From an optimization exercise on the open Yosys and OpenROAD flow, aimed at small area; shortcuts taken in it are not production practice.
In this exercise RTL edits were held to simulation tests only and were not proved equivalent to the original.
Power figures rest on the tool's default switching activity, not on a simulated workload.

==> design.v <==
module level_fsm (
  input wire          clk_i,
  input wire          reset_i,
  input wire          i2c_busy_i,
  input wire          i2c_rxak_i,
  input wire          i2c_arb_lost_i,
  input wire          i2c_write_done_i,
  input wire          i2c_data_out_valid_i,
  input wire  [4:0]   i2c_data_out_i,
  output wire         i2c_req_o,
  output wire         i2c_wr_phase_o,
  output wire         error_led_o,
  output reg  [8:0]   led_o
);
localparam [3:0]
  ENSURE_BUSY_1     = 4'd0,
  ASSIGN_WRITE_2    = 4'd1,
  ASSERT_WRITE_3    = 4'd2,
  WAIT_FOR_BUSY_4   = 4'd3,
  WAIT_FOR_DONE_5   = 4'd4,
  VERIFY_6          = 4'd5,
  ENSURE_BUSY_7     = 4'd6,
  ASSIGN_WRITE_8    = 4'd7,
  ASSERT_READ_9     = 4'd8,
  WAIT_FOR_BUSY_10  = 4'd9,
  WAIT_FOR_VALID_11 = 4'd10,
  VERIFY_12         = 4'd11,
  LED_OPERATION_13  = 4'd12,
  ERROR             = 4'd13;
reg [3:0] state;
assign i2c_req_o      = state == ASSERT_WRITE_3 || state == ASSERT_READ_9;
assign i2c_wr_phase_o = state == WAIT_FOR_BUSY_4 || state == WAIT_FOR_DONE_5;
assign error_led_o = state == ERROR;
reg  [4:0] led_c;
wire [3:0] led_k = led_c[4:1];
wire       led_e = ~led_c[0];
integer m;
always @(*)
  for (m = 0; m < 9; m = m + 1)
    led_o[m] = (led_k == m) || (led_e && led_k == m + 1);
always @(posedge clk_i) begin
  if (reset_i) begin
    state <= ENSURE_BUSY_1;
    led_c <= 5'd31;
  end
  else begin
    case (state)
      ENSURE_BUSY_1:     if (!i2c_busy_i) state <= ASSIGN_WRITE_2;
      ASSIGN_WRITE_2:    state <= ASSERT_WRITE_3;
      ASSERT_WRITE_3:    state <= WAIT_FOR_BUSY_4;
      WAIT_FOR_BUSY_4:   if (i2c_busy_i) state <= WAIT_FOR_DONE_5;
      WAIT_FOR_DONE_5:   if (i2c_write_done_i) state <= VERIFY_6;
      VERIFY_6:          state <= (!i2c_arb_lost_i && !i2c_rxak_i) ? ENSURE_BUSY_7 : ERROR;
      ENSURE_BUSY_7:     if (!i2c_busy_i) state <= ASSIGN_WRITE_8;
      ASSIGN_WRITE_8:    state <= ASSERT_READ_9;
      ASSERT_READ_9:     state <= WAIT_FOR_BUSY_10;
      WAIT_FOR_BUSY_10:  if (i2c_busy_i) state <= WAIT_FOR_VALID_11;
      WAIT_FOR_VALID_11: if (i2c_data_out_valid_i) state <= VERIFY_12;
      VERIFY_12:         state <= (!i2c_arb_lost_i && i2c_rxak_i) ? LED_OPERATION_13 : ERROR;
      LED_OPERATION_13:  begin
                           led_c <= i2c_data_out_i;
                           state <= ENSURE_BUSY_7;
                         end
      ERROR:             state <= ERROR;
      default:           state <= ENSURE_BUSY_1;
    endcase
  end
end
endmodule
module i2c_interface (
  input        clk,
  input        rst,
  input        mst_scl_in,
  input        mst_sda_in,
  output       mst_scl_out,
  output       mst_sda_out,
  output       mst_sda_oe,
  output       mst_scl_oe,
  output [4:0] mst_data_out,      
  output       i2c_busy,
  output       i2c_rxak,
  output       i2c_arb_lost,
  input        mst_req,           
  input        mst_wr_phase,      
  output       mst_write_done,
  output       mst_data_out_valid
);
  localparam [3:0]
    IDLE_ST           = 4'h0,
    START_GEN0_ST     = 4'h1,
    WRITE_CMDBYTE0_ST = 4'h2,
    WRITE_DAT0_ST     = 4'h3,
    START_GEN1_ST     = 4'h4,
    WRITE_CMDBYTE1_ST = 4'h5,
    RESTART_ST        = 4'h6,
    WRITE_DAT2_ST     = 4'h7,
    STOP_GEN_ST       = 4'h8,
    DONE_ST           = 4'h9;
  localparam [2:0] MB_00 = 3'b000, MB_D0 = 3'b001, MB_C0 = 3'b010, MB_F0 = 3'b101,
                   MB_E4 = 3'b110, MB_E8 = 3'b111;
  reg [2:0] mbcr_c;
  wire men = |mbcr_c;
  wire mb5 = mbcr_c[2];
  wire mb4 = mbcr_c[0] & ~mbcr_c[1];
  wire mb3 = mbcr_c == MB_E8;
  wire mb2 = mbcr_c == MB_E4;
  reg  [3:0] current_st;
  reg  [3:0] next_st;
  reg  [7:0] MIDR;
  reg  [1:0] mbcr_write0;
  reg        xfer_complete1, xfer_complete2;
  reg  [1:0] uc_wr_st, uc_rd_data0;
  wire       uc_wr_data, uc_wr_fall;
  reg  [4:0] data_out0;
  reg        data_cnt;
  wire       write_p, read_p, wr_rd_p;
  wire       mcf, mbb, rxak;
  wire [4:0] MODR;
  wire       uc_rd_data = uc_rd_data0[1];
  wire       mbcr_wr = mbcr_write0[1];
  wire load_xfer = xfer_complete2;
  wire fall = xfer_complete1;
  wire i2c_read = ~mb4;
  assign i2c_rxak = rxak;
  assign i2c_busy = mbb;
  assign i2c_arb_lost = 1'b0;
  assign mst_scl_oe = ~mst_scl_out;
  assign mst_sda_oe = ~mst_sda_out;
  reg [3:0] req_d;
  always @(posedge clk)
    if (rst) req_d <= 4'b0000;
    else req_d <= {req_d[2:0], mst_req};
  assign wr_rd_p = req_d[3];
  assign write_p = wr_rd_p & mst_wr_phase;
  assign read_p = wr_rd_p & ~mst_wr_phase;
  i2c_core u_core (
    .clk(clk), .men(men), .msta_in(mb5), .mtx(mb4), .txak(mb3), .rsta(mb2),
    .mbcr_wr(mbcr_wr), .uc_rd_data(uc_rd_data), .uc_wr_data(uc_wr_data), .uc_wr_fall(uc_wr_fall),
    .MIDR(MIDR), .sda_in(mst_sda_in), .scl_in(mst_scl_in),
    .MODR(MODR), .sda_out(mst_sda_out), .scl_out(mst_scl_out),
    .mcf(mcf), .mbb(mbb), .rxak(rxak));
  always @(posedge clk)
    if (rst) current_st <= IDLE_ST;
    else     current_st <= next_st;
  always @(*) begin
    next_st = IDLE_ST;
    case (current_st)
      IDLE_ST:
        if (write_p) next_st = START_GEN0_ST;
        else if (read_p) next_st = START_GEN1_ST;
        else next_st = IDLE_ST;
      START_GEN0_ST:
        if (wr_rd_p) next_st = STOP_GEN_ST;
        else if (mcf) next_st = WRITE_CMDBYTE0_ST;
        else next_st = START_GEN0_ST;
      START_GEN1_ST:
        if (wr_rd_p) next_st = STOP_GEN_ST;
        else if (mcf) next_st = WRITE_CMDBYTE1_ST;
        else next_st = START_GEN1_ST;
      WRITE_CMDBYTE0_ST:
        if (wr_rd_p) next_st = STOP_GEN_ST;
        else if (mcf) next_st = WRITE_DAT0_ST;
        else next_st = WRITE_CMDBYTE0_ST;
      WRITE_CMDBYTE1_ST:
        if (wr_rd_p) next_st = STOP_GEN_ST;
        else if (mcf) next_st = RESTART_ST;
        else next_st = WRITE_CMDBYTE1_ST;
      WRITE_DAT0_ST:
        if (wr_rd_p || mcf) next_st = STOP_GEN_ST;
        else next_st = WRITE_DAT0_ST;
      RESTART_ST:
        if (mcf) next_st = WRITE_DAT2_ST;
        else next_st = RESTART_ST;
      WRITE_DAT2_ST:
        if (wr_rd_p || mcf) next_st = STOP_GEN_ST;
        else next_st = WRITE_DAT2_ST;
      STOP_GEN_ST:
        if (!mcf) next_st = DONE_ST;
        else next_st = STOP_GEN_ST;
      DONE_ST:
        if (!mbb) next_st = IDLE_ST;
        else next_st = DONE_ST;
      default: next_st = IDLE_ST;
    endcase
  end
  wire st_idle  = current_st == IDLE_ST;
  wire st_sg0   = current_st == START_GEN0_ST;
  wire st_sg1   = current_st == START_GEN1_ST;
  wire st_cmd0  = current_st == WRITE_CMDBYTE0_ST;
  wire st_cmd1  = current_st == WRITE_CMDBYTE1_ST;
  wire st_dat0  = current_st == WRITE_DAT0_ST;
  wire st_rest  = current_st == RESTART_ST;
  wire st_dat2  = current_st == WRITE_DAT2_ST;
  wire st_stop  = current_st == STOP_GEN_ST;
  assign mst_write_done = st_dat0 && mcf;
  assign mst_data_out_valid = (data_cnt && st_dat2 && fall) || (i2c_read && st_stop && fall);
  localparam [2:0] MI_00 = 3'd0, MI_D0 = 3'd1, MI_D1 = 3'd2, MI_6B = 3'd3, MI_3D = 3'd4;
  reg [2:0] midr_c;
  always @(posedge clk)
    if (rst) midr_c <= MI_00;
    else if (wr_rd_p) midr_c <= MI_D0;
    else if (st_rest) midr_c <= MI_D1;
    else if (st_cmd0) midr_c <= MI_6B;
    else if (st_cmd1) midr_c <= MI_3D;
    else if (st_dat0) midr_c <= MI_00;
  always @(*)
    case (midr_c)
      MI_D0:   MIDR = 8'hD0;
      MI_D1:   MIDR = 8'hD1;
      MI_6B:   MIDR = 8'h6B;
      MI_3D:   MIDR = 8'h3D;
      default: MIDR = 8'h00;
    endcase
  always @(posedge clk)
    if (rst) mbcr_c <= MB_00;
    else if ((st_dat0 || st_cmd0) && wr_rd_p) mbcr_c <= MB_D0;
    else if ((st_cmd1 || st_dat2) && wr_rd_p) mbcr_c <= MB_C0;
    else if (st_sg0 || st_sg1)                mbcr_c <= MB_F0;
    else if (st_rest && !mcf)                 mbcr_c <= MB_E4;
    else if (st_rest)                         mbcr_c <= MB_E8;
    else if (st_dat2 && mcf)                  mbcr_c <= MB_C0;
    else if (st_dat0 && mcf)                  mbcr_c <= MB_D0;
  always @(posedge clk)
    if (rst) mbcr_write0 <= 2'b00;
    else if ((st_dat0 || st_cmd0 || st_cmd1 || st_dat2) && wr_rd_p) mbcr_write0 <= 2'b11;
    else if (st_idle && wr_rd_p) mbcr_write0 <= 2'b11;
    else if (st_cmd1 && mcf) mbcr_write0 <= 2'b11;
    else if ((st_dat2 || st_dat0) && mcf) mbcr_write0 <= 2'b11;
    else mbcr_write0 <= {mbcr_write0[0], 1'b0};
  always @(posedge clk)
    if (rst) begin
      xfer_complete1 <= 1'b0;
      xfer_complete2 <= 1'b0;
    end else begin
      xfer_complete1 <= mcf;
      xfer_complete2 <= xfer_complete1;
    end
  always @(posedge clk)
    if (rst) uc_wr_st <= 2'd0;
    else if ((st_cmd1 || st_sg0 || st_sg1) && !wr_rd_p && mcf) uc_wr_st <= 2'd1;
    else if (st_dat0 && load_xfer) uc_wr_st <= 2'd1;
    else if (uc_wr_st != 2'd0) uc_wr_st <= uc_wr_st + 2'd1;
  assign uc_wr_data = uc_wr_st == 2'd1 || uc_wr_st == 2'd2;
  assign uc_wr_fall = uc_wr_st == 2'd3;
  always @(posedge clk)
    if (rst) uc_rd_data0 <= 2'b00;
    else if (st_dat2 && load_xfer) uc_rd_data0 <= 2'b11;
    else uc_rd_data0 <= {uc_rd_data0[0], 1'b0};
  always @(posedge clk)
    if (rst) data_cnt <= 1'b0;
    else data_cnt <= (st_dat0 || st_dat2) && mcf;
  always @(posedge clk)
    if (rst) data_out0 <= 5'd8;
    else if (st_dat2 && mcf) data_out0 <= MODR;
  assign mst_data_out = data_out0;
endmodule
module i2c_core (
  input            clk,
  input            men,
  input            msta_in,
  input            mtx,
  input            txak,
  input            rsta,
  input            mbcr_wr,
  input            uc_rd_data,
  input            uc_wr_data,
  input            uc_wr_fall,
  input      [7:0] MIDR,
  input            sda_in,
  input            scl_in,
  output reg [4:0] MODR,
  output reg       sda_out,
  output reg       scl_out,
  output reg       mcf,
  output reg       mbb,
  output reg       rxak
);
  localparam integer T_HIGH = 30, T_LOW = 65, T_HD_START = 30, T_SU_START = 30,
                     T_HD_DATA = 15, T_SU_STOP = 30, T_BUF = 65;
  localparam [2:0] ST_SCL_IDLE = 3'd0, ST_SCL_START = 3'd1, ST_SCL_LOW_EDGE = 3'd2,
             ST_SCL_WAIT_uC = 3'd3, ST_SCL_LOW = 3'd4, ST_SCL_HIGH_EDGE = 3'd5,
             ST_SCL_HIGH = 3'd6, ST_SCL_STOP_WAIT = 3'd7;
  localparam [1:0] ST_SLV_SCL_IDLE = 2'd0, ST_SLV_SCL_HOLD_SDA = 2'd1,
             ST_SLV_SCL_WAIT_uC = 2'd2, ST_SLV_SCL_STOP_WAIT = 2'd3;
  localparam [3:0] ST_I2C_IDLE = 4'd0, ST_I2C_HEADER = 4'd1, ST_I2C_ACK_HEADER = 4'd2,
             ST_I2C_RCV_DATA = 4'd3, ST_I2C_ACK_DATA = 4'd4, ST_I2C_XMIT_DATA = 4'd5,
             ST_I2C_WAIT_ACK = 4'd6, ST_I2C_STOP = 4'd7, ST_I2C_NONE = 4'd8;
  localparam BYTE_CNT = 4'd7;
  localparam XFER_DONE = 4'd8;
  wire rst = ~men;
  reg  msta, mstaS0, mstaS1;
  reg  master;
  reg  genStart, genStart1, genStop;
  reg  detectStartS0, detectStopS0, detect_start_pulse;
  reg  mbcr_wr1, mbcr_wr2;
  reg  rep_start;
  reg  arb_lost;
  reg  [3:0] bitCount;
  reg  bitCountClr;
  reg  [6:0] mclkCount;
  reg  mclkCountClr;
  reg  [10:0] sclkCount;
  reg  sclkCountClr;
  reg  [2:0] mscl_state, mscl_next_state;
  reg  [1:0] sscl_state, sscl_next_state;
  reg  [3:0] i2c_state, i2c_next_state;
  wire i_idle = i2c_state == ST_I2C_IDLE;
  wire i_head = i2c_state == ST_I2C_HEADER;
  wire i_ackh = i2c_state == ST_I2C_ACK_HEADER;
  wire i_rcv  = i2c_state == ST_I2C_RCV_DATA;
  wire i_ackd = i2c_state == ST_I2C_ACK_DATA;
  wire i_xmit = i2c_state == ST_I2C_XMIT_DATA;
  wire i_wack = i2c_state == ST_I2C_WAIT_ACK;
  wire i_stop = i2c_state == ST_I2C_STOP;
  reg  sdaOutNext, sdaOutMaster;
  reg  sdaOutSlave, sdaOutSlaveNext;
  reg  sclOutNext, sclOutSlave;
  reg  sdaIn_0, sdaIn_1, sdaIn_int, sclIn_0, sclIn_1, sclIn_int;
  reg  [1:0] sda_spike_cnt, scl_spike_cnt;
  reg  sclIn_int_p1, sdaIn_int_p1, sda_next_p1;
  reg  [7:0] shiftReg;
  reg  wait_uc, wait_uc_next;
  wire sda_next;
  wire sda_clear_cnt = ~(sdaIn_1 ^ sda_next);
  wire sda_cnt_limit = sda_spike_cnt[1];
  assign sda_next = sda_cnt_limit ? sdaIn_1 : sda_next_p1;
  always @(posedge clk)
    if (rst) begin
      sdaIn_0 <= 1'b1; sdaIn_1 <= 1'b1;
      sda_spike_cnt <= 2'd0;
      sdaIn_int <= 1'b1; sda_next_p1 <= 1'b1;
    end else begin
      sdaIn_0 <= sda_in; sdaIn_1 <= sdaIn_0;
      sda_spike_cnt <= sda_clear_cnt ? 2'd0 : sda_spike_cnt + 2'd1;
      sdaIn_int <= sda_next_p1;
      sda_next_p1 <= sda_next;
    end
  wire scl_next;
  wire scl_clear_cnt = ~(sclIn_1 ^ scl_next);
  wire scl_cnt_limit = scl_spike_cnt[1];
  assign scl_next = scl_cnt_limit ? sclIn_1 : sclIn_int;
  always @(posedge clk)
    if (rst) begin
      sclIn_0 <= 1'b1; sclIn_1 <= 1'b1;
      scl_spike_cnt <= 2'd0;
      sclIn_int <= 1'b1;
    end else begin
      sclIn_0 <= scl_in; sclIn_1 <= sclIn_0;
      scl_spike_cnt <= scl_clear_cnt ? 2'd0 : scl_spike_cnt + 2'd1;
      sclIn_int <= scl_next;
    end
  always @(posedge clk)
    if (rst) begin
      sclIn_int_p1 <= 1'b1;
      sdaIn_int_p1 <= 1'b1;
    end else begin
      sclIn_int_p1 <= sclIn_int;
      sdaIn_int_p1 <= sdaIn_int;
    end
  wire sclPosedge = ~sclIn_int_p1 & sclIn_int;
  wire sclNegedge = sclIn_int_p1 & ~sclIn_int;
  wire sdaPosedge = ~sdaIn_int_p1 & sdaIn_int;
  wire sdaNegedge = sdaIn_int_p1 & ~sdaIn_int;
  wire sdaInData = sdaIn_int;
  always @(posedge clk)
    if (rst | arb_lost) msta <= 1'b0;
    else if (mbcr_wr1) msta <= msta_in;
  always @(posedge clk)
    if (rst) begin mstaS0 <= 1'b0; mstaS1 <= 1'b0; end
    else begin mstaS0 <= msta; mstaS1 <= mstaS0; end
  wire mstaPosedge = ~mstaS1 & mstaS0;
  wire mstaNegedge = mstaS1 & ~mstaS0;
  always @(posedge clk)
    if (rst) genStart <= 1'b0;
    else if (mstaPosedge) genStart <= 1'b1;
    else if (detectStartS0) genStart <= 1'b0;
  always @(posedge clk)
    if (rst) genStart1 <= 1'b0;
    else genStart1 <= genStart;
  wire detectStart = sdaNegedge & sclIn_int;
  wire detectStop = sdaPosedge & sclIn_int;
  always @(posedge clk)
    if (rst) begin detectStartS0 <= 1'b0; detectStopS0 <= 1'b0; end
    else begin detectStartS0 <= detectStart; detectStopS0 <= detectStop; end
  always @(posedge clk)
    if (rst) genStop <= 1'b0;
    else if ((mstaNegedge || i_stop) && ~arb_lost) genStop <= 1'b1;
    else if (detectStopS0) genStop <= 1'b0;
  always @(posedge clk)
    if (rst) master <= 1'b0;
    else if (~mbb) master <= msta;
  always @(posedge clk)
    if (rst) mscl_state <= ST_SCL_IDLE;
    else mscl_state <= mscl_next_state;
  wire shiftOut = shiftReg[7];
  always @(posedge clk)
    if (rst) sdaOutMaster <= 1'b1;
    else if (i_head || i_xmit) sdaOutMaster <= shiftOut;
    else if (mclkCount >= T_HD_DATA && i_ackd) sdaOutMaster <= txak;
    else sdaOutMaster <= 1'b1;
  always @(posedge clk)
    if (rst) mclkCount <= 7'd0;
    else if (mclkCountClr) mclkCount <= 7'd0;
    else mclkCount <= mclkCount + 7'd1;
  always @(posedge clk)
    if (rst) sda_out <= 1'b1;
    else sda_out <= master ? sdaOutNext : sdaOutSlaveNext;
  always @(posedge clk)
    if (rst) scl_out <= 1'b1;
    else scl_out <= master ? sclOutNext : sclOutSlave;
  always @(*) begin
    mscl_next_state = ST_SCL_IDLE;
    mclkCountClr = 1'b1;
    sclOutNext = 1'b1;
    sdaOutNext = sda_out;
    case (mscl_state)
      ST_SCL_IDLE: begin
        sdaOutNext = 1'b1;
        if (master & ~mbb & genStart) mscl_next_state = ST_SCL_START;
        else mscl_next_state = ST_SCL_IDLE;
      end
      ST_SCL_START: begin
        mclkCountClr = 1'b0;
        sdaOutNext = 1'b0;
        if (mclkCount == (T_HD_START-1)) mscl_next_state = ST_SCL_LOW_EDGE;
        else mscl_next_state = ST_SCL_START;
      end
      ST_SCL_LOW_EDGE: begin
        sclOutNext = 1'b0;
        if (i_ackd || i_ackh || i_wack)
          mscl_next_state = ST_SCL_WAIT_uC;
        else
          mscl_next_state = ST_SCL_LOW;
      end
      ST_SCL_WAIT_uC: begin
        sclOutNext = 1'b0;
        if (genStop | uc_rd_data | uc_wr_data) mscl_next_state = ST_SCL_LOW;
        else mscl_next_state = ST_SCL_WAIT_uC;
      end
      ST_SCL_LOW: begin
        mclkCountClr = 1'b0;
        sclOutNext = 1'b0;
        if (mclkCount >= (T_HD_DATA-1)) begin
          if (genStop) sdaOutNext = 1'b0;
          else if (rep_start | arb_lost) sdaOutNext = 1'b1;
          else sdaOutNext = sdaOutMaster;
        end
        if (mclkCount == (T_LOW-1)) begin
          if ((bitCount == BYTE_CNT) && arb_lost) mscl_next_state = ST_SCL_IDLE;
          else mscl_next_state = ST_SCL_HIGH_EDGE;
        end
        else mscl_next_state = ST_SCL_LOW;
      end
      ST_SCL_HIGH_EDGE: begin
        if (sclIn_int) mscl_next_state = ST_SCL_HIGH;
        else mscl_next_state = ST_SCL_HIGH_EDGE;
      end
      ST_SCL_HIGH: begin
        mclkCountClr = 1'b0;
        if (genStop) begin
          if (mclkCount == (T_SU_STOP-1)) begin
            mclkCountClr = 1'b1;
            sdaOutNext = 1'b1;
            mscl_next_state = ST_SCL_STOP_WAIT;
          end
          else mscl_next_state = ST_SCL_HIGH;
        end
        else if (rep_start) begin
          if (mclkCount == (T_SU_START-1)) begin
            mclkCountClr = 1'b1;
            mscl_next_state = ST_SCL_START;
          end
          else mscl_next_state = ST_SCL_HIGH;
        end
        else if (mclkCount == (T_HIGH-1)) mscl_next_state = ST_SCL_LOW_EDGE;
        else mscl_next_state = ST_SCL_HIGH;
      end
      ST_SCL_STOP_WAIT: begin
        mclkCountClr = 1'b0;
        if (mclkCount == (T_BUF-1)) mscl_next_state = ST_SCL_IDLE;
        else mscl_next_state = ST_SCL_STOP_WAIT;
      end
    endcase
  end
  wire addrMatch = (hkmp == 3'd7);
  always @(posedge clk)
    if (rst) sscl_state <= ST_SLV_SCL_IDLE;
    else sscl_state <= sscl_next_state;
  always @(posedge clk)
    if (rst) sdaOutSlave <= 1'b1;
    else if (i_xmit) sdaOutSlave <= shiftOut;
    else if ((addrMatch && sclkCount >= T_HD_DATA && i_ackh) ||
             (sclkCount >= T_HD_DATA && i_ackd)) sdaOutSlave <= txak;
    else sdaOutSlave <= 1'b1;
  always @(posedge clk)
    if (rst) sclkCount <= 11'd0;
    else if (sclkCountClr) sclkCount <= 11'd0;
    else sclkCount <= sclkCount + 11'd1;
  always @(*) begin
    sscl_next_state = ST_SLV_SCL_IDLE;
    sclkCountClr = 1'b1;
    sclOutSlave = 1'b1;
    sdaOutSlaveNext = sda_out;
    wait_uc_next = wait_uc;
    case (sscl_state)
      ST_SLV_SCL_IDLE: begin
        sdaOutSlaveNext = sdaOutSlave;
        if (~master && ((i_ackh && addrMatch) || i_ackd) ||
            (i_wack && ~sdaInData))
          sclkCountClr = 1'b0;
        if (~master && sclNegedge && ((i_ackh && addrMatch && hbit) ||
            i_ackd || (i_wack && ~sdaInData))) begin
          sscl_next_state = ST_SLV_SCL_HOLD_SDA;
          sclkCountClr = 1'b1;
          wait_uc_next = 1'b1;
        end
        else if (~master && sclNegedge && (i_ackh && addrMatch && ~hbit)) begin
          sscl_next_state = ST_SLV_SCL_HOLD_SDA;
          sclkCountClr = 1'b1;
        end
        else sscl_next_state = ST_SLV_SCL_IDLE;
      end
      ST_SLV_SCL_WAIT_uC: begin
        sclOutSlave = 1'b0;
        wait_uc_next = 1'b0;
        if (uc_rd_data || i_idle) sscl_next_state = ST_SLV_SCL_IDLE;
        else if (uc_wr_data) sscl_next_state = ST_SLV_SCL_STOP_WAIT;
        else sscl_next_state = ST_SLV_SCL_WAIT_uC;
      end
      ST_SLV_SCL_HOLD_SDA: begin
        sclOutSlave = 1'b0;
        sclkCountClr = 1'b0;
        if (sclkCount == T_HD_DATA) begin
          sdaOutSlaveNext = 1'b1;
          if (wait_uc) sscl_next_state = ST_SLV_SCL_WAIT_uC;
          else sscl_next_state = ST_SLV_SCL_IDLE;
        end
        else sscl_next_state = ST_SLV_SCL_HOLD_SDA;
      end
      ST_SLV_SCL_STOP_WAIT: begin
        sclOutSlave = 1'b0;
        sclkCountClr = 1'b0;
        if (sclkCount == T_HD_DATA) sscl_next_state = ST_SLV_SCL_IDLE;
        else sscl_next_state = ST_SLV_SCL_STOP_WAIT;
      end
      default: sscl_next_state = ST_SLV_SCL_IDLE;
    endcase
  end
  always @(posedge clk)
    if (rst) wait_uc <= 1'b0;
    else wait_uc <= wait_uc_next;
  always @(posedge clk)
    if (rst | detectStopS0) i2c_state <= ST_I2C_IDLE;
    else i2c_state <= i2c_next_state;
  always @(posedge clk)
    if (rst) detect_start_pulse <= 1'b0;
    else if (sdaNegedge & sclIn_int) detect_start_pulse <= 1'b1;
    else if (sclPosedge) detect_start_pulse <= 1'b0;
  always @(posedge clk)
    if (rst) bitCount <= 4'd0;
    else if (bitCountClr & sclNegedge) bitCount <= 4'd0;
    else if (!detect_start_pulse & sclNegedge) bitCount <= bitCount + 4'd1;
  always @(*) begin
    i2c_next_state = ST_I2C_NONE;
    bitCountClr = 1'b1;
    case (i2c_state)
      ST_I2C_IDLE: begin
        if (sclNegedge && detect_start_pulse) i2c_next_state = ST_I2C_HEADER;
        else i2c_next_state = ST_I2C_IDLE;
      end
      ST_I2C_HEADER: begin
        bitCountClr = 1'b0;
        if (detectStopS0) i2c_next_state = ST_I2C_IDLE;
        else if (bitCount == BYTE_CNT && sclNegedge) i2c_next_state = ST_I2C_ACK_HEADER;
        else i2c_next_state = ST_I2C_HEADER;
      end
      ST_I2C_ACK_HEADER: begin
        if (arb_lost | detectStopS0) i2c_next_state = ST_I2C_IDLE;
        else if (~sdaInData && sclNegedge) begin
          if (master) begin
            if (mtx) i2c_next_state = ST_I2C_XMIT_DATA;
            else i2c_next_state = ST_I2C_RCV_DATA;
          end
          else if (addrMatch) begin
            if (hbit) i2c_next_state = ST_I2C_XMIT_DATA;
            else i2c_next_state = ST_I2C_RCV_DATA;
          end
          else i2c_next_state = ST_I2C_IDLE;
        end
        else if (sdaInData && sclNegedge) begin
          if (master) i2c_next_state = ST_I2C_STOP;
          else i2c_next_state = ST_I2C_IDLE;
        end
        else i2c_next_state = ST_I2C_ACK_HEADER;
      end
      ST_I2C_RCV_DATA: begin
        if ((rep_start && master) || detectStartS0) bitCountClr = 1'b1;
        else bitCountClr = 1'b0;
        if (detectStopS0) i2c_next_state = ST_I2C_IDLE;
        else if ((rep_start && master && sclNegedge) || detectStartS0) i2c_next_state = ST_I2C_HEADER;
        else if (bitCount == BYTE_CNT && sclNegedge) i2c_next_state = ST_I2C_ACK_DATA;
        else i2c_next_state = ST_I2C_RCV_DATA;
      end
      ST_I2C_ACK_DATA: begin
        if (detectStopS0) i2c_next_state = ST_I2C_IDLE;
        else if (sclNegedge) i2c_next_state = ST_I2C_RCV_DATA;
        else i2c_next_state = ST_I2C_ACK_DATA;
      end
      ST_I2C_XMIT_DATA: begin
        if ((rep_start && master) || detectStartS0) bitCountClr = 1'b1;
        else bitCountClr = 1'b0;
        if (detectStopS0) i2c_next_state = ST_I2C_IDLE;
        else if ((rep_start && master && sclNegedge) || detectStartS0) i2c_next_state = ST_I2C_HEADER;
        else if (bitCount == BYTE_CNT && sclNegedge) i2c_next_state = ST_I2C_WAIT_ACK;
        else i2c_next_state = ST_I2C_XMIT_DATA;
      end
      ST_I2C_WAIT_ACK: begin
        if (arb_lost | detectStopS0) i2c_next_state = ST_I2C_IDLE;
        else if (~sdaInData && sclNegedge) i2c_next_state = ST_I2C_XMIT_DATA;
        else if (sdaInData && sclNegedge) begin
          if (master) i2c_next_state = ST_I2C_STOP;
          else i2c_next_state = ST_I2C_IDLE;
        end
        else i2c_next_state = ST_I2C_WAIT_ACK;
      end
      ST_I2C_STOP: begin
        if (sclNegedge) i2c_next_state = ST_I2C_IDLE;
      end
      default: ;
    endcase
  end
  reg [2:0] hkmp;
  reg       hbit;
  reg [2:0] hkmp_next;
  always @(*)
    case (hkmp)
      3'd0: hkmp_next = hbit ? 3'd1 : 3'd0;
      3'd1: hkmp_next = hbit ? 3'd2 : 3'd0;
      3'd2: hkmp_next = hbit ? 3'd2 : 3'd3;
      3'd3: hkmp_next = hbit ? 3'd4 : 3'd0;
      3'd4: hkmp_next = hbit ? 3'd2 : 3'd5;
      3'd5: hkmp_next = hbit ? 3'd1 : 3'd6;
      3'd6: hkmp_next = hbit ? 3'd1 : 3'd7;
      default: hkmp_next = hbit ? 3'd1 : 3'd0;
    endcase
  always @(posedge clk)
    if (rst) begin
      hkmp <= 3'd0;
      hbit <= 1'b0;
    end else if (i_head & sclNegedge) begin
      hkmp <= hkmp_next;
      hbit <= sdaInData;
    end
  wire shiftRegEn = ((i_head && master) || i_rcv ||
                     i_xmit) && !rep_start;
  always @(posedge clk)
    if (rst) shiftReg <= 8'd0;
    else if ((~genStart1 && genStart) | uc_wr_fall) shiftReg <= MIDR;
    else if (shiftRegEn & sclNegedge) shiftReg <= {shiftReg[6:0], sdaInData};
  wire signed [7:0] shiftRegS = shiftReg;
  wire [4:0] shiftCode = (shiftRegS >= 8'sd7) ? 5'd1 :
                         (shiftRegS <= -8'sd9) ? 5'd17 : 5'd8 - shiftReg[4:0];
  always @(posedge clk)
    if (rst) MODR <= 5'd8;
    else if (i_ackd || i_wack) MODR <= shiftCode;
  always @(posedge clk)
    if (rst || (mscl_state == ST_SCL_IDLE)) arb_lost <= 1'b0;
    else if (master && ~arb_lost && sclPosedge &&
             (i_idle || i_head ||
              i_xmit || i_ackd))
      arb_lost <= (sda_out != sdaIn_int);
  always @(posedge clk)
    if (rst) mcf <= 1'b0;
    else mcf <= (bitCount == XFER_DONE) && sclNegedge;
  always @(posedge clk)
    if (rst) begin mbcr_wr1 <= 1'b0; mbcr_wr2 <= 1'b0; end
    else begin mbcr_wr1 <= mbcr_wr; mbcr_wr2 <= ~mbcr_wr && mbcr_wr1; end
  always @(posedge clk)
    if (rst | (i_head && sclNegedge)) rep_start <= 1'b0;
    else if (mbcr_wr2 && rsta) rep_start <= 1'b1;
    else if (detectStopS0) rep_start <= 1'b0;
  always @(posedge clk)
    if (rst) mbb <= 1'b0;
    else if (detectStartS0) mbb <= 1'b1;
    else if (detectStopS0) mbb <= 1'b0;
  always @(posedge clk)
    if (rst) rxak <= 1'b1;
    else if ((i_ackh || i_ackd || i_wack) && sclNegedge)
      rxak <= sdaInData;
endmodule
module level (
  input wire          clk,
  input wire          reset_i,
  output wire         sda_oe,
  output wire         sda_o,
  input  wire         sda_i,
  output wire         scl_oe,
  output wire         scl_o,
  input  wire         scl_i,
  output wire         error_led_o,
  output wire [8:0]   led_o
);
  wire        i2c_busy;
  wire        i2c_rxak;
  wire        i2c_arb_lost;
  wire        i2c_write_done;
  wire        i2c_data_out_valid;
  wire [4:0]  i2c_data_out;
  wire        i2c_req;
  wire        i2c_wr_phase;
  level_fsm level_inst (
    .clk_i (clk),
    .reset_i (~reset_i),
    .i2c_busy_i (i2c_busy),
    .i2c_rxak_i (i2c_rxak),
    .i2c_arb_lost_i (i2c_arb_lost),
    .i2c_write_done_i (i2c_write_done),
    .i2c_data_out_valid_i (i2c_data_out_valid),
    .i2c_data_out_i (i2c_data_out),
    .i2c_req_o (i2c_req),
    .i2c_wr_phase_o (i2c_wr_phase),
    .error_led_o (error_led_o),
    .led_o (led_o)
  );
  i2c_interface u_i2c_interface (
    .clk (clk),
    .rst (~reset_i),
    .mst_scl_in (scl_i),
    .mst_sda_in (sda_i),
    .mst_scl_out (scl_o),
    .mst_sda_out (sda_o),
    .mst_sda_oe (sda_oe),
    .mst_scl_oe (scl_oe),
    .mst_data_out (i2c_data_out),
    .i2c_busy (i2c_busy),
    .i2c_rxak (i2c_rxak),
    .i2c_arb_lost (i2c_arb_lost),
    .mst_req (i2c_req),
    .mst_wr_phase (i2c_wr_phase),
    .mst_write_done (i2c_write_done),
    .mst_data_out_valid (i2c_data_out_valid)
  );
endmodule
==> flow/run.sh <==
#!/bin/bash
# Own layout flow: the standard ORFS flow (standard.sh), with
#  - synthesis mapping with an area-oriented ABC script (flow/abc_area.script:
#    fraig, dc2, dch and the &nf area-recovering mapper) in place of ORFS's
#    abc_area.script; the rest of the synthesis (registers included) is the
#    standard one,
#  - clock tree synthesis without dummy loads, with clkbuf_4 clusters,
#  - the port buffers made with buf_1.
# Each step's full output goes to a log file in this folder.
set -euo pipefail
W=$(pwd)
rm -rf "$W/scripts_abc"
cp -r "$FLOW_HOME/scripts" "$W/scripts_abc"
cp "$W/flow/abc_area.script" "$W/scripts_abc/abc_area.script"

bash standard.sh "SCRIPTS_DIR=$W/scripts_abc" synth > "$W/synth.log" 2>&1

CTS="-sink_clustering_enable -repair_clock_nets -dont_use_dummy_load"
CTS="$CTS -sink_clustering_size 25 -sink_clustering_max_diameter 60"
CTS="$CTS -buf_list sky130_fd_sc_hd__clkbuf_4"
bash standard.sh "CTS_ARGS=$CTS" "BUFFER_PORTS_ARGS=-buffer_cell sky130_fd_sc_hd__buf_1" finish > "$W/layout.log" 2>&1
==> flow/abc_area.script <==
strash
&get -n
&fraig -x
&put
dc2
strash
&get -n
&dch -f
&nf -R 1000
&put
==> standard.sh <==
#!/bin/bash
# synth_recipe.tcl (not shown) runs the flow's synth.tcl, then flattens the netlist and writes it again
# the make line also repeats each setting of config.mk as NAME=value (left out here)
make -C /OpenROAD-flow-scripts/flow DESIGN_CONFIG=/design/flow/config.mk WORK_HOME=/design/flow/orfs CLKGATE_MAP_FILE= SYNTH_SCRIPT=/design/flow/synth_recipe.tcl "${@:-finish}"
==> config.mk <==
export PLATFORM = sky130hd
export DESIGN_NAME = level
export DESIGN_NICKNAME = level
export VERILOG_FILES = /design/flow/design.v
export SDC_FILE = /design/flow/constraint.sdc
export NUM_CORES = 4
export LEC_CHECK = 0
export ABC_AREA = 1
export CAP_MARGIN = 20
export CORE_MARGIN = 2
export CORE_UTILIZATION = 40
export SLEW_MARGIN = 20
==> constraint.sdc <==
create_clock -name core_clock -period 20.0 [get_ports {clk}]
set_input_delay 4.0000 -clock core_clock [delete_from_list [all_inputs] [get_ports {clk}]]
set_output_delay 4.0000 -clock core_clock [all_outputs]
set_load 0.01 [all_outputs]
==> results of run 1 <==
## state kept, by name (all words and copies together) (netlist names), 3 cells and up
name and count:
u_i2c_interface.u_core.shiftReg 8, u_i2c_interface.current_st 4, u_i2c_interface.mbcr_c 3, u_i2c_interface.u_core.mscl_state 3
u_i2c_interface.u_core.sclkCount 11, level_inst.state 4, u_i2c_interface.req_d 4, u_i2c_interface.u_core.i2c_state 4
u_i2c_interface.midr_c 3, u_i2c_interface.u_core.mclkCount 7, u_i2c_interface.data_out0 5, u_i2c_interface.u_core.bitCount 4
u_i2c_interface.u_core.hkmp 3, level_inst.led_c 5, u_i2c_interface.u_core.MODR 5
## area by class of cell
| type | count | share of cell area [%] |
|---|---|---|
| Clock buffer | 17 | 2.15 |
| Antenna cell | 1 | 0.0422 |
| Inverter | 26 | 1.65 |
| Multi-Input combinational cell | 546 | 50.6 |
| Timing Repair Buffer | 19 | 1.33 |
| Tap cell | 176 | 3.71 |
| Sequential cell | 120 | 40.5 |
## worst register-to-register path: cells and delay by family (launching register included)
kind | cells | cell delay [ps]
compound gates | 1 | 160
simple gates | 7 | 1780
buf+inv | 1 | 90
flops | 1 | 530
## synthesized netlist by cell type (all sizes together), types with 3 or more instances
master and n:
nand4 9, and2 12, or3 7, a21oi 55, and3 11, nor3 40, dfxtp 120, o31ai 4
a221oi 4, nor4 9, a211oi 4, nand2 71, nand3b 4, ha 11, o22ai 4, o21ai 47
nor2 114, nor2b 14, clkinv 26, nand3 25, xor2 8, xnor2 11, a21o 3, a41oi 4
o211ai 3, nand2b 21, a31oi 18, mux2i 9
## cells in the final DEF (no fill, tap or decap), drive strengths merged, types with 14 or more instances in the layout
cell	synthesis	routed
buf	0	19
dfxtp	120	120
nand2b	21	21
a21oi	55	55
nor3	40	40
clkinv	26	26
clkbuf	0	17
nand3	25	25
nor2	114	114
o21ai	47	47
nand2	71	71
nor2b	14	14
a31oi	18	18
## logic make-up after synthesis
kind of cell	Yosys count
muxes	9
xor gates and xnor gates	19
adders and majority gates	11
DFF	120
buffers and inverters	26
AOI/OAI and AO/OA	162
and+or+nand+nor	345
## power by group
| part | internal [W] | total, W | switching, W |
|---|---|---|---|
| registers | 0.000244 | 0.000252 | 0.00000751 |
| clock network | 0.0000388 | 0.000112 | 0.0000736 |
| logic | 0.0000169 | 0.0000440 | 0.0000272 |
## per-layer routing
metal | GRT usage, % | up-vias | routed length [µm]
met5 | 0 | - | 0
met4 | 6.25 | 0 | 97
met3 | 4.89 | 8 | 643
met2 | 29.7 | 128 | 5980
met1 | 24.6 | 2374 | 6260
li1 | - | 2550 | -
## worst max-delay path by stage
| stage | cells past startpoint | endpoint | slack [ps] |
|---|---|---|---|
| finish | 3 | error_led_o | 14280 |
| global route | 3 | error_led_o | 14170 |
| CTS | 3 | error_led_o | 14270 |
| detailed placement | 3 | u_i2c_interface.uc_wr_st[1] | 14100 |
| global placement | 3 | u_i2c_interface.uc_wr_st[1] | 14220 |
| floorplan | 2 | led_o[3] | 15020 |
## per-stage QoR
stage	total power, W	cell area, µm²
2_1_floorplan	0.000289	5490
3_3_place_gp	0.000300	5800
3_5_place_dp	0.000301	5800
4_1_cts	0.000413	5920
5_1_grt	0.000431	5930
6_report	0.000408	5930
==> flow_metrics.tcl, run 1 <==
set metrics [dict create \
    status "timing/DRC/antenna clean" \
    multi_input_area_um2 3000 \
    synth_area_leaders "dfxtp_1 44%, nor2_1 7.8%, a21oi_1 5.0%, nand2_1 4.9%, o21ai_0 4.3%" \
    skew_ps 29.1 \
    clockRootBuffer "clkbuf_4" \
    startpoint_type "register" \
    finalHoldViolCount 0 \
    cp_data_required_time_ps 16000 \
    reg2reg_depth 9 \
    port-buffer-count 17 \
    nNetsFinal 745 \
    cp_slowest_stage_delay_ps 490 \
    fin_util_pct 44.4 \
    crit_type "register to output pin" \
    power_leakage_nw 2.08 \
    dp_cells 887 \
    grt_pass1_wl_um 21800 \
    slowest_stage "dfxtp_1" \
    synth_top_family_by_area "simple AND/OR/NAND/NOR gates" \
    vdd_ir_drop_max_v 0.0000397 \
    cap_violations 0 \
    die_h_um 121 \
    area_growth_pct 7.97 \
    ys_warn_count 3 \
    htreeDepth 4 \
    clkSlewWorstSetupHoldPaths_ps 90 \
    clock.fmax_ghz 0.175 \
    tns_ps 0 \
    synth_cells 692 \
    min_to "u_i2c_interface.u_core.sclIn_1" \
    rr_endpoint "u_i2c_interface.u_core.sclkCount[3]" \
    cts.sinks 120 \
    cts_made_buffers 17 \
    synth-edff-count 0 \
    antenna_left 0 \
    first_pass_iters 5 \
    seq_area_um2 2400 \
    synth_fp_nets 707 \
    synth-compound-area-share_pct 17.5 \
    drt-initial-drc-count 419 \
    synthXorXnorAreaFrac_pct 3.03 \
    io_pins 18 \
    muxShareOfSynthArea_pct 1.64 \
    synth_top_area_share_pct 43.7 \
    ys_ff_latch 120 \
    core.rowCount 42 \
    r2r_slack_ps 17320 \
    totalWireLength_um 13000 \
    min_from "u_i2c_interface.u_core.sclIn_0" \
    worstPathCellList "nor2b_1, and3_1, buf_1" \
    clockBufferDepth 2 \
    antenna_found_initial 1 \
    max_slew.worst_pin.slew_ps 892 \
    timing.rr.start "u_i2c_interface.u_core.i2c_state[2]" \
    num_vias 5060 \
    coreArea_um2 13300 \
    yosys.area_share.simple_pct 29.8 \
    hold_class "register to register" \
    syn_area_per_cell_um2 7.94 \
    async_flop_share_pct 0 \
    grt_max_degree 30 \
    dpl_worst_slack_ps 14100 \
    clkLatencyLatePin_ps 510 \
    rsz0062_at_grt "no" \
    endpoint_kind "output pin" \
    cts_tree "yes" \
    hold_path_depth 1 \
    netlist_area_um2 5490 \
    synth_fa_ha_area_share_pct 2.51 \
    crit_start "level_inst.state[0]" \
    crit_buf_inv 1 \
    cts_setup_buffers 0 \
    cp_max_fo 9 \
    fill_cells 1388 \
    synth.distinct_cells 48 \
    drive_gt1_share_pct 2.88 \
    seq_area_frac_synth_pct 43.7 \
    powerDensity_nw_per_um2 68.9 \
    grtUsageTotal_pct 18.7 \
    start_util_pct 41.1 \
    vias_per_cell 5.59 \
    fin_crit_sh_pct 28.6 \
    critPathTopFamily "simple AND/OR/NAND/NOR gates" \
    synthFlopType "dfxtp_1" \
    dpl.hpwl_um 9270 \
    grt_pass1_vias 4486 \
    relSlewSlack_pct 40.1 \
    grt_overflow_total 0 \
    dieArea_um2 14700 \
    yosys.area.top_type "dfxtp_1" \
    crit_arrival_ps 1720 \
    finalWeightedCongestion 0.957 \
    setup-violations-final 0 \
    drv_slew 0 \
    layout_setup_ws_ps 14280 \
    fin_cells 905 \
    finalHoldWorstSlack_ps 412 \
    die_w_um 121 \
    cts_resized 0 \
    drc 0 \
    ctsHoldBuffers 0 \
    wire_per_inst_um 14.3 \
    fin_crit_ps 5720 \
]
==> run 2: changes to the inputs <==
--- a/design.v
+++ b/design.v
@@ -113,5 +113,4 @@
   wire       uc_wr_data, uc_wr_fall;
   reg  [4:0] data_out0;
-  reg        data_cnt;
   wire       write_p, read_p, wr_rd_p;
   wire       mcf, mbb, rxak;
@@ -194,5 +193,5 @@
   wire st_stop  = current_st == STOP_GEN_ST;
   assign mst_write_done = st_dat0 && mcf;
-  assign mst_data_out_valid = (data_cnt && st_dat2 && fall) || (i2c_read && st_stop && fall);
+  assign mst_data_out_valid = i2c_read && st_stop && fall;
   localparam [2:0] MI_00 = 3'd0, MI_D0 = 3'd1, MI_D1 = 3'd2, MI_6B = 3'd3, MI_3D = 3'd4;
   reg [2:0] midr_c;
@@ -248,7 +247,4 @@
     else uc_rd_data0 <= {uc_rd_data0[0], 1'b0};
   always @(posedge clk)
-    if (rst) data_cnt <= 1'b0;
-    else data_cnt <= (st_dat0 || st_dat2) && mcf;
-  always @(posedge clk)
     if (rst) data_out0 <= 5'd8;
     else if (st_dat2 && mcf) data_out0 <= MODR;
@@ -292,5 +288,5 @@
   reg  master;
   reg  genStart, genStart1, genStop;
-  reg  detectStartS0, detectStopS0, detect_start_pulse;
+  reg  detect_start_pulse;
   reg  mbcr_wr1, mbcr_wr2;
   reg  rep_start;
@@ -363,4 +359,10 @@
   wire sdaNegedge = sdaIn_int_p1 & ~sdaIn_int;
   wire sdaInData = sdaIn_int;
+  reg  sdaIn_int_p2;
+  always @(posedge clk)
+    if (rst) sdaIn_int_p2 <= 1'b1;
+    else sdaIn_int_p2 <= sdaIn_int_p1;
+  wire detectStartS0 = sdaIn_int_p2 & ~sdaIn_int_p1 & sclIn_int_p1;
+  wire detectStopS0 = ~sdaIn_int_p2 & sdaIn_int_p1 & sclIn_int_p1;
   always @(posedge clk)
     if (rst | arb_lost) msta <= 1'b0;
@@ -378,9 +380,4 @@
     if (rst) genStart1 <= 1'b0;
     else genStart1 <= genStart;
-  wire detectStart = sdaNegedge & sclIn_int;
-  wire detectStop = sdaPosedge & sclIn_int;
-  always @(posedge clk)
-    if (rst) begin detectStartS0 <= 1'b0; detectStopS0 <= 1'b0; end
-    else begin detectStartS0 <= detectStart; detectStopS0 <= detectStop; end
   always @(posedge clk)
     if (rst) genStop <= 1'b0;
--- a/flow/run.sh
+++ b/flow/run.sh
@@ -17,5 +17,5 @@
 
 CTS="-sink_clustering_enable -repair_clock_nets -dont_use_dummy_load"
-CTS="$CTS -sink_clustering_size 25 -sink_clustering_max_diameter 60"
-CTS="$CTS -buf_list sky130_fd_sc_hd__clkbuf_4"
+CTS="$CTS -sink_clustering_size 50 -sink_clustering_max_diameter 150"
+CTS="$CTS -buf_list sky130_fd_sc_hd__clkbuf_8"
 bash standard.sh "CTS_ARGS=$CTS" "BUFFER_PORTS_ARGS=-buffer_cell sky130_fd_sc_hd__buf_1" finish > "$W/layout.log" 2>&1
==> run 2 against run 1 <==
Global-route usage rose by 0.74 points; critical path depth did not move; power rose by 8.7%; critical path type unchanged; synthesized area fell by 0.32%; sequential power barely moved; synthesized cell count fell by 0.58%.
==> flow_metrics.tcl, run 2 <==
set metrics [dict create \
    synth-edff-count 0 \
    grtUsageTotal_pct 19.4 \
    grt_pass1_vias 4764 \
    n_antenna_cell 0 \
    synth.distinct_cells 50 \
    cts_resized 0 \
    seq_area_um2 2360 \
    yosys.area.top_type "dfxtp_1" \
    drive_gt1_share_pct 2.76 \
    start_util_pct 41.2 \
    fin_cells 900 \
    timing.rr.start "u_i2c_interface.u_core.i2c_state[1]" \
    fin_crit_sh_pct 27.2 \
    hold_path_depth 1 \
    antenna_left 0 \
    synthFlopType "dfxtp_1" \
    totalWireLength_um 13300 \
    tns_ps 0 \
    slowest_stage "dfxtp_1" \
    num_vias 5087 \
    worstPathCellList "nor2b_1, a32o_1, buf_1" \
    stdcell_area_um2 6010 \
    finalWeightedCongestion 0.879 \
    powerDensity_nw_per_um2 73.9 \
    grt_max_degree 28 \
    port-buffer-count 17 \
    io_pins 18 \
    grt_pass1_wl_um 22600 \
    syn_area_per_cell_um2 7.96 \
    drt-initial-drc-count 480 \
    dieArea_um2 14600 \
    die_w_um 121 \
    layout_common_cells "118 x dfxtp_1, 108 x nor2_1, 67 x nand2_1, 61 x a21oi_1, 52 x o21ai_0" \
    critPathTopFamily "flip-flops" \
    cp_data_required_time_ps 16000 \
    startpoint_type "register" \
    multi_input_area_um2 3020 \
    crit_arrival_ps 1450 \
    ys_warn_count 3 \
    min_to "u_i2c_interface.u_core.sdaIn_1" \
    crit_buf_inv 1 \
    finalHoldViolCount 0 \
    clock.fmax_ghz 0.184 \
    area_growth_pct 9.83 \
    clkLatencyLatePin_ps 430 \
    antenna_found_initial 0 \
    cp_slowest_stage_delay_ps 420 \
    first_pass_iters 5 \
    clockRootBuffer "clkbuf_8" \
    min_from "u_i2c_interface.u_core.sdaIn_0" \
    drc 0 \
    clkSlewWorstSetupHoldPaths_ps 50 \
    coreArea_um2 13300 \
    combPwrFrac_pct 9.4 \
    grt_overflow_total 0 \
    async_flop_share_pct 0 \
    synth_fp_nets 703 \
    fin_crit_ps 5450 \
    endpoint_kind "output pin" \
    gr-usage-met2_pct 30.2 \
    place_area_um2 5780 \
    vias_per_cell 5.65 \
    cp_max_fo 7 \
    p_sw_w 0.000113 \
    core.rowCount 42 \
    reg_top3 "u_i2c_interface.u_core.sclkCount x11, u_i2c_interface.u_core.shiftReg x8, u_i2c_interface.u_core.mclkCount x7" \
    seq_area_frac_synth_pct 43.2 \
    synth_top_area_share_pct 43.2 \
    setup-violations-final 0 \
    drv_slew 0 \
    power_leakage_nw 2.07 \
    netlist_area_um2 5470 \
    synth_area_leaders "dfxtp_1 43%, nor2_1 7.4%, a21oi_1 5.6%, o21ai_0 4.8%, nand2_1 4.6%" \
    p_sw_share_pct 25.5 \
    layout_commonest_cell "dfxtp_1" \
    wire_per_inst_um 14.8 \
    power.internal_w 0.000331 \
    power_frac_seq_pct 56.0 \
    cts_made_buffers 17 \
    p_clk_share_pct 34.5 \
    r2r_slack_ps 17390 \
    synth_commonest_cells "118 x dfxtp_1, 108 x nor2_1, 67 x nand2_1" \
    regMostFlops "u_i2c_interface.u_core.sclkCount" \
    synth_cells 688 \
    rr_endpoint "u_i2c_interface.u_core.shiftReg[3]" \
    dpl.hpwl_um 9570 \
    fill_cells 1353 \
    crit_type "register to output pin" \
    dp_cells 883 \
    hold_class "register to register" \
    use_met1_pct 26.0 \
    grt_util_met3_pct 4.42 \
    skew_ps 27.1 \
    die_h_um 121 \
    clockBufferDepth 2 \
    rsz0062_at_grt "no" \
    cap_violations 0 \
    nNetsFinal 741 \
    cts_tree "yes" \
    status "timing/DRC/antenna clean" \
    htreeDepth 4 \
    busiest_layer "met2" \
    fin_util_pct 45.2 \
    max_slew.worst_pin.slew_ps 925 \
    vdd_ir_drop_max_v 0.0000352 \
    largest_reg_flops 11 \
    ctsHoldBuffers 0 \
    relSlewSlack_pct 38.3 \
    ys_ff_latch 118 \
    cts.sinks 118 \
    synth.most_common_cell "dfxtp_1" \
    cts_setup_buffers 0 \
    reg2reg_depth 9 \
]
run 2: cell count changes in the layout (fill, tap and decap cells not counted), moves of 5 or more:
cell / change
o21ai_0: +5
a21oi_1: +7
nand3_1: -6
clkbuf_8: +17
mux2i_1: -7
nor2_1: -6
clkbuf_4: -17
run 2: kinds of logic (layout without fill, tap and decap cells):
logic type | after synthesis | after routing | synth area share (%)
AO/OA/AOI/OAI | 185 | 185 | 20.7
buffers and inverters | 27 | 63 | 1.85
XOR/XNOR | 14 | 14 | 2.24
multiplexers | 2 | 2 | 0.366
adder cells (fa/ha/maj) | 11 | 11 | 2.51
flip-flops | 118 | 118 | 43.2
AND/OR/NAND/NOR | 331 | 331 | 29.2
run 2: routing by layer:
layer  routed length, µm  share of wire, %  vias up
li1                    -                 -     2549
met1                6320                48     2347
met2                5860                44      164
met3                 825               6.2       27
met4                 276               2.1        0
met5                   0                 0        -
run 2: cell type report:
type | count | share of cell area (%)
clock buffer | 17 | 3.89
inverter | 27 | 1.69
multi-input combinational | 543 | 50.2
timing repair buffer | 19 | 1.31
sequential | 118 | 39.3
tap | 176 | 3.66
run 2: power groups by stage:
stage,Clock (W),Combinational [W],Sequential [W]
floorplan,0,0.0000313,0.000252
global placement,0,0.0000409,0.000253
detailed placement,0,0.0000418,0.000254
CTS,0.000159,0.0000420,0.000249
global route,0.000169,0.0000479,0.000250
finish,0.000153,0.0000418,0.000249
run 2: worst max-delay path by stage:
stage,slack [ps],endpoint,startpoint,depth (start not counted)
floorplan,15130,led_o[6],level_inst.led_c[3],3
global placement,14290,u_i2c_interface.uc_wr_st[1],reset_i,3
detailed placement,14180,u_i2c_interface.uc_wr_st[1],reset_i,3
CTS,14540,led_o[6],level_inst.led_c[3],4
global route,14400,led_o[1],level_inst.led_c[1],4
finish,14550,led_o[7],level_inst.led_c[3],3
run 2: through the flow:
stage / hold slack, ps / power (W) / setup WS, ps
after floorplan: 383 / 0.000283 / 15130
after global placement: 395 / 0.000294 / 14290
after detailed placement: 397 / 0.000295 / 14180
after CTS: 414 / 0.000449 / 14540
after global routing: 433 / 0.000466 / 14400
final: 409 / 0.000444 / 14550
==> run 3: changes to the inputs <==
--- a/flow/run.sh
+++ b/flow/run.sh
@@ -17,5 +17,5 @@
 
 CTS="-sink_clustering_enable -repair_clock_nets -dont_use_dummy_load"
-CTS="$CTS -sink_clustering_size 50 -sink_clustering_max_diameter 150"
-CTS="$CTS -buf_list sky130_fd_sc_hd__clkbuf_8"
+CTS="$CTS -sink_clustering_size 30 -sink_clustering_max_diameter 100"
+CTS="$CTS -buf_list sky130_fd_sc_hd__clkbuf_4 sky130_fd_sc_hd__clkbuf_8"
 bash standard.sh "CTS_ARGS=$CTS" "BUFFER_PORTS_ARGS=-buffer_cell sky130_fd_sc_hd__buf_1" finish > "$W/layout.log" 2>&1
==> run 3 against run 2 <==
The flow now stops in clock tree synthesis (4_1_cts); synthesized area unchanged; synthesized cell count unchanged.
==> flow_metrics.tcl, run 3 <==
set metrics [dict create \
    error_line "[ERROR STA-0564] clock_tree_synthesis positional arguments not supported." \
    synth_commonest_cells "118 x dfxtp_1, 108 x nor2_1, 67 x nand2_1" \
    synth_area_leaders "dfxtp_1 43%, nor2_1 7.4%, a21oi_1 5.6%, o21ai_0 4.8%, nand2_1 4.6%" \
    seq_area_frac_synth_pct 43.2 \
    status "stopped before the end" \
    netlist_area_um2 5470 \
    synth.most_common_cell "dfxtp_1" \
    die_w_um 121 \
    yosys.area.top_type "dfxtp_1" \
    io_pins 18 \
    core.rowCount 42 \
    async_flop_share_pct 0 \
    dp_cells 883 \
    synthFlopType "dfxtp_1" \
    port-buffer-count 17 \
    finalWeightedCongestion 0.879 \
    synth_top_area_share_pct 43.2 \
    ys_ff_latch 118 \
    synth-edff-count 0 \
    synth_fp_nets 703 \
    dpl.hpwl_um 9570 \
    synth_cells 688 \
    ys_warn_count 3 \
    stop_stage "clock tree synthesis (4_1_cts)" \
    start_util_pct 41.2 \
    syn_area_per_cell_um2 7.96 \
    synth.distinct_cells 50 \
    die_h_um 121 \
]
## run 3: power groups by stage
stage               clock (W)  sequential [W]  combinational, W
floorplan                   0        0.000252         0.0000313
global placement            0        0.000253         0.0000409
detailed placement          0        0.000254         0.0000418
## run 3: metrics by stage
step	hold slack [ps]	setup WS (ps)	total power [W]	util, %	cell area (µm²)
2_1_floorplan	383	15130	0.000283	-	5470
3_5_place_dp	397	14180	0.000295	43.5	5780
3_3_place_gp	395	14290	0.000294	43.5	5780
## run 3: how the worst min path moves through the flow
| stage | end | start | cells after the start | slack, ps |
|---|---|---|---|---|
| after floorplan | u_i2c_interface.u_core.mbcr_wr2 | u_i2c_interface.mbcr_write0[1] | 1 | 380 |
| after global placement | u_i2c_interface.u_core.sdaIn_1 | u_i2c_interface.u_core.sdaIn_0 | 1 | 400 |
| after detailed placement | u_i2c_interface.u_core.sdaIn_1 | u_i2c_interface.u_core.sdaIn_0 | 1 | 400 |
## run 3: cells by family after synthesis
group | synth area share, %
simple gates | 29.2
compound gates | 20.7
flops | 43.2
buf+inv | 1.85
xor+xnor | 2.24
fa+ha+maj | 2.51
mux | 0.366
==> run 4: changes to the inputs <==
--- a/flow/run.sh
+++ b/flow/run.sh
@@ -17,5 +17,5 @@
 
 CTS="-sink_clustering_enable -repair_clock_nets -dont_use_dummy_load"
-CTS="$CTS -sink_clustering_size 30 -sink_clustering_max_diameter 100"
-CTS="$CTS -buf_list sky130_fd_sc_hd__clkbuf_4 sky130_fd_sc_hd__clkbuf_8"
+CTS="$CTS -sink_clustering_size 25 -sink_clustering_max_diameter 60"
+CTS="$CTS -buf_list sky130_fd_sc_hd__clkbuf_4"
 bash standard.sh "CTS_ARGS=$CTS" "BUFFER_PORTS_ARGS=-buffer_cell sky130_fd_sc_hd__buf_1" finish > "$W/layout.log" 2>&1
==> run 4 against run 3 <==
Now clean on timing, DRC and antenna; synthesized cell count did not move; synthesized area did not move.
==> flow_metrics.tcl, run 4 <==
set metrics [dict create \
    min_from "u_i2c_interface.u_core.sdaIn_0" \
    grt_max_degree 28 \
    crit_buf_inv 1 \
    synthFlopType "dfxtp_1" \
    seq_area_frac_synth_pct 43.2 \
    largest_reg_flops 11 \
    endpoint_kind "output pin" \
    io_pins 18 \
    cts_resized 0 \
    startpoint_type "register" \
    totalWireLength_um 13300 \
    ctsHoldBuffers 0 \
    finalWeightedCongestion 0.879 \
    drv_slew 0 \
    antenna_found_initial 1 \
    grt_pass1_vias 4791 \
    reg_top3 "u_i2c_interface.u_core.sclkCount x11, u_i2c_interface.u_core.shiftReg x8, u_i2c_interface.u_core.mclkCount x7" \
    multi_input_area_um2 3020 \
    port-buffer-count 17 \
    route.met2.wl_um 5920 \
    synth_area_leaders "dfxtp_1 43%, nor2_1 7.4%, a21oi_1 5.6%, o21ai_0 4.8%, nand2_1 4.6%" \
    regMostFlops "u_i2c_interface.u_core.sclkCount" \
    dpl_worst_slack_ps 14180 \
    routed-wl-met3_um 835 \
    top_layer "met4" \
    drt-initial-drc-count 414 \
    start_util_pct 41.2 \
    antenna_left 0 \
    worstPathCellList "nor2b_1, a32o_1, buf_1" \
    r2r_slack_ps 17380 \
    grtUsageTotal_pct 19.5 \
    layout_commonest_cell "dfxtp_1" \
    powerDensity_nw_per_um2 68.2 \
    die_h_um 121 \
    synth_commonest_cells "118 x dfxtp_1, 108 x nor2_1, 67 x nand2_1" \
    area_growth_pct 7.93 \
    htreeDepth 4 \
    cts.sinks 118 \
    async_flop_share_pct 0 \
    synth_fa_ha_area_share_pct 2.51 \
    die_w_um 121 \
    hold_class "register to register" \
    num_vias 5056 \
    finalHoldViolCount 0 \
    nNetsFinal 741 \
    cts_tree "yes" \
    fin_crit_ps 5530 \
    min_to "u_i2c_interface.u_core.sdaIn_1" \
    seq_area_um2 2360 \
    timing.rr.start "u_i2c_interface.u_core.i2c_state[1]" \
    relSlewSlack_pct 37.1 \
    setup-violations-final 0 \
    muxShareOfSynthArea_pct 0.366 \
    coreArea_um2 13300 \
    synth.distinct_cells 50 \
    wire_per_inst_um 14.8 \
    ys_warn_count 3 \
    cp_slowest_stage_delay_ps 420 \
    cp_data_required_time_ps 16000 \
    max_slew.worst_pin.slew_ps 944 \
    clock.fmax_ghz 0.181 \
    tns_ps 0 \
    layout_setup_ws_ps 14470 \
    core.rowCount 42 \
    synth-compound-area-share_pct 20.7 \
    ys_ff_latch 118 \
    hold_path_depth 1 \
    yosys.area_share.simple_pct 29.2 \
    wl_met1_um 6340 \
    drive_gt1_share_pct 2.76 \
    synth_top_area_share_pct 43.2 \
    yosys.area.top_type "dfxtp_1" \
    stdcell_area_um2 5910 \
    slowest_stage "dfxtp_1" \
    layout_common_cells "118 x dfxtp_1, 108 x nor2_1, 67 x nand2_1, 61 x a21oi_1, 52 x o21ai_0" \
    synth_top_family_by_area "simple AND/OR/NAND/NOR gates" \
    cap_violations 0 \
    dpl.hpwl_um 9570 \
    skew_ps 39.7 \
    synth_cells 688 \
    grt_overflow_total 0 \
    clockRootBuffer "clkbuf_4" \
    drc 0 \
    netlist_area_um2 5470 \
    grt_pass1_wl_um 22700 \
    clkLatencyLatePin_ps 520 \
    clkSlewWorstSetupHoldPaths_ps 80 \
    synth.most_common_cell "dfxtp_1" \
    synth_fp_nets 703 \
    reg2reg_depth 9 \
    clockBufferDepth 2 \
    cp_max_fo 7 \
    cts_made_buffers 17 \
    syn_area_per_cell_um2 7.96 \
    power_leakage_nw 2.02 \
    rsz0062_at_grt "no" \
    place_area_um2 5780 \
    crit_type "register to output pin" \
    finalHoldWorstSlack_ps 414 \
    status "timing/DRC/antenna clean" \
    crit_start "level_inst.led_c[3]" \
    vias_per_cell 5.61 \
    synth-edff-count 0 \
    cts_setup_buffers 0 \
    crit_arrival_ps 1530 \
    fill_cells 1368 \
    vdd_ir_drop_max_v 0.0000374 \
    first_pass_iters 5 \
    rr_endpoint "u_i2c_interface.u_core.shiftReg[3]" \
    dieArea_um2 14600 \
    synthXorXnorAreaFrac_pct 2.24 \
    critPathTopFamily "flip-flops" \
    fin_crit_sh_pct 27.7 \
]
==> run 4: final cells by class <==
cell class	instances	area share, %
inverter	27	1.72
clock buffer	17	2.16
antenna	1	0.0424
timing repair buffer	19	1.33
tap	176	3.73
sequential	118	40.0
multi-input combinational	543	51.0
==> run 4: worst max path at each step <==
stage | cells past startpoint | end | slack (ps)
finish | 3 | led_o[7] | 14470
global route | 4 | led_o[1] | 14290
CTS | 4 | led_o[6] | 14440
detailed placement | 3 | u_i2c_interface.uc_wr_st[1] | 14180
global placement | 3 | u_i2c_interface.uc_wr_st[1] | 14290
floorplan | 3 | led_o[6] | 15130
==> run 4: power breakdown <==
part / switching, W / internal, W / total [W]
registers: 0.00000806 / 0.000240 / 0.000248
logic: 0.0000260 / 0.0000159 / 0.0000419
clock network: 0.0000741 / 0.0000387 / 0.000113
==> run 4: stage by stage <==
stage | instances | util, % | power (W)
2_1_floorplan | 688 | - | 0.000283
3_3_place_gp | 883 | 43.5 | 0.000294
3_5_place_dp | 883 | 43.5 | 0.000295
4_1_cts | 900 | 44.4 | 0.000408
5_1_grt | 901 | 44.4 | 0.000425
6_report | 901 | 44.4 | 0.000403
==> run 4: kinds of logic (layout without fill, tap and decap cells) <==
| group | Yosys count | in the layout |
|---|---|---|
| other | 0 | 1 |
| XOR/XNOR | 14 | 14 |
| adder cells (fa/ha/maj) | 11 | 11 |
| flip-flops | 118 | 118 |
| buffers and inverters | 27 | 63 |
| AO/OA/AOI/OAI | 185 | 185 |
| AND/OR/NAND/NOR | 331 | 331 |
| multiplexers | 2 | 2 |
==> run 4: layer usage <==
metal,vias to the layer above,track usage [%]
met3,17,5.31
met5,-,0
met2,145,30.6
met1,2341,26.0
li1,2553,-
met4,0,6.03
==> run 4: worst reg2reg max path, delay by kind of cell (launching register included) <==
family / cells / cell delay [ps]
compound gates: 2 / 250
simple gates: 7 / 1870
flops: 1 / 410

-- separate check: timing with driven ports --
The results above use ideal ports. As a check the final layouts listed here were re-extracted and re-timed, cells and wires unchanged.
Step 1 (the two cells are an assumption about what drives the block):
set clk [get_ports {clk}]
set_driving_cell -lib_cell sky130_fd_sc_hd__clkbuf_16 $clk
set_driving_cell -lib_cell sky130_fd_sc_hd__buf_2 [delete_from_list [all_inputs] $clk]
Step 2 adds t to the input delays and takes it off the output delays; t is the mean of the earliest and latest rising clock arrival at the registers after step 1. Input paths then give back, and output paths get back, about the clock's delay inside the block.
a / b / c = no drivers / after step 1 / after step 2; a / b = the first two.
| run | t (ns) | slack for setup (ns) | worst setup path after step 2 |
|---|---|---|---|
| run 1 | 0.532 | 14.283 / 14.248 / 14.112 | input to register |
| run 2 | 0.455 | 14.555 / 14.517 / 14.224 | input to register |
| run 4 | 0.544 | 14.465 / 14.427 / 14.226 | input to register |
After both steps setup and hold are still met in every run listed. The setup slack of run 2, which loses most, moves by -0.038 ns with the drivers and by -0.331 ns with both steps.
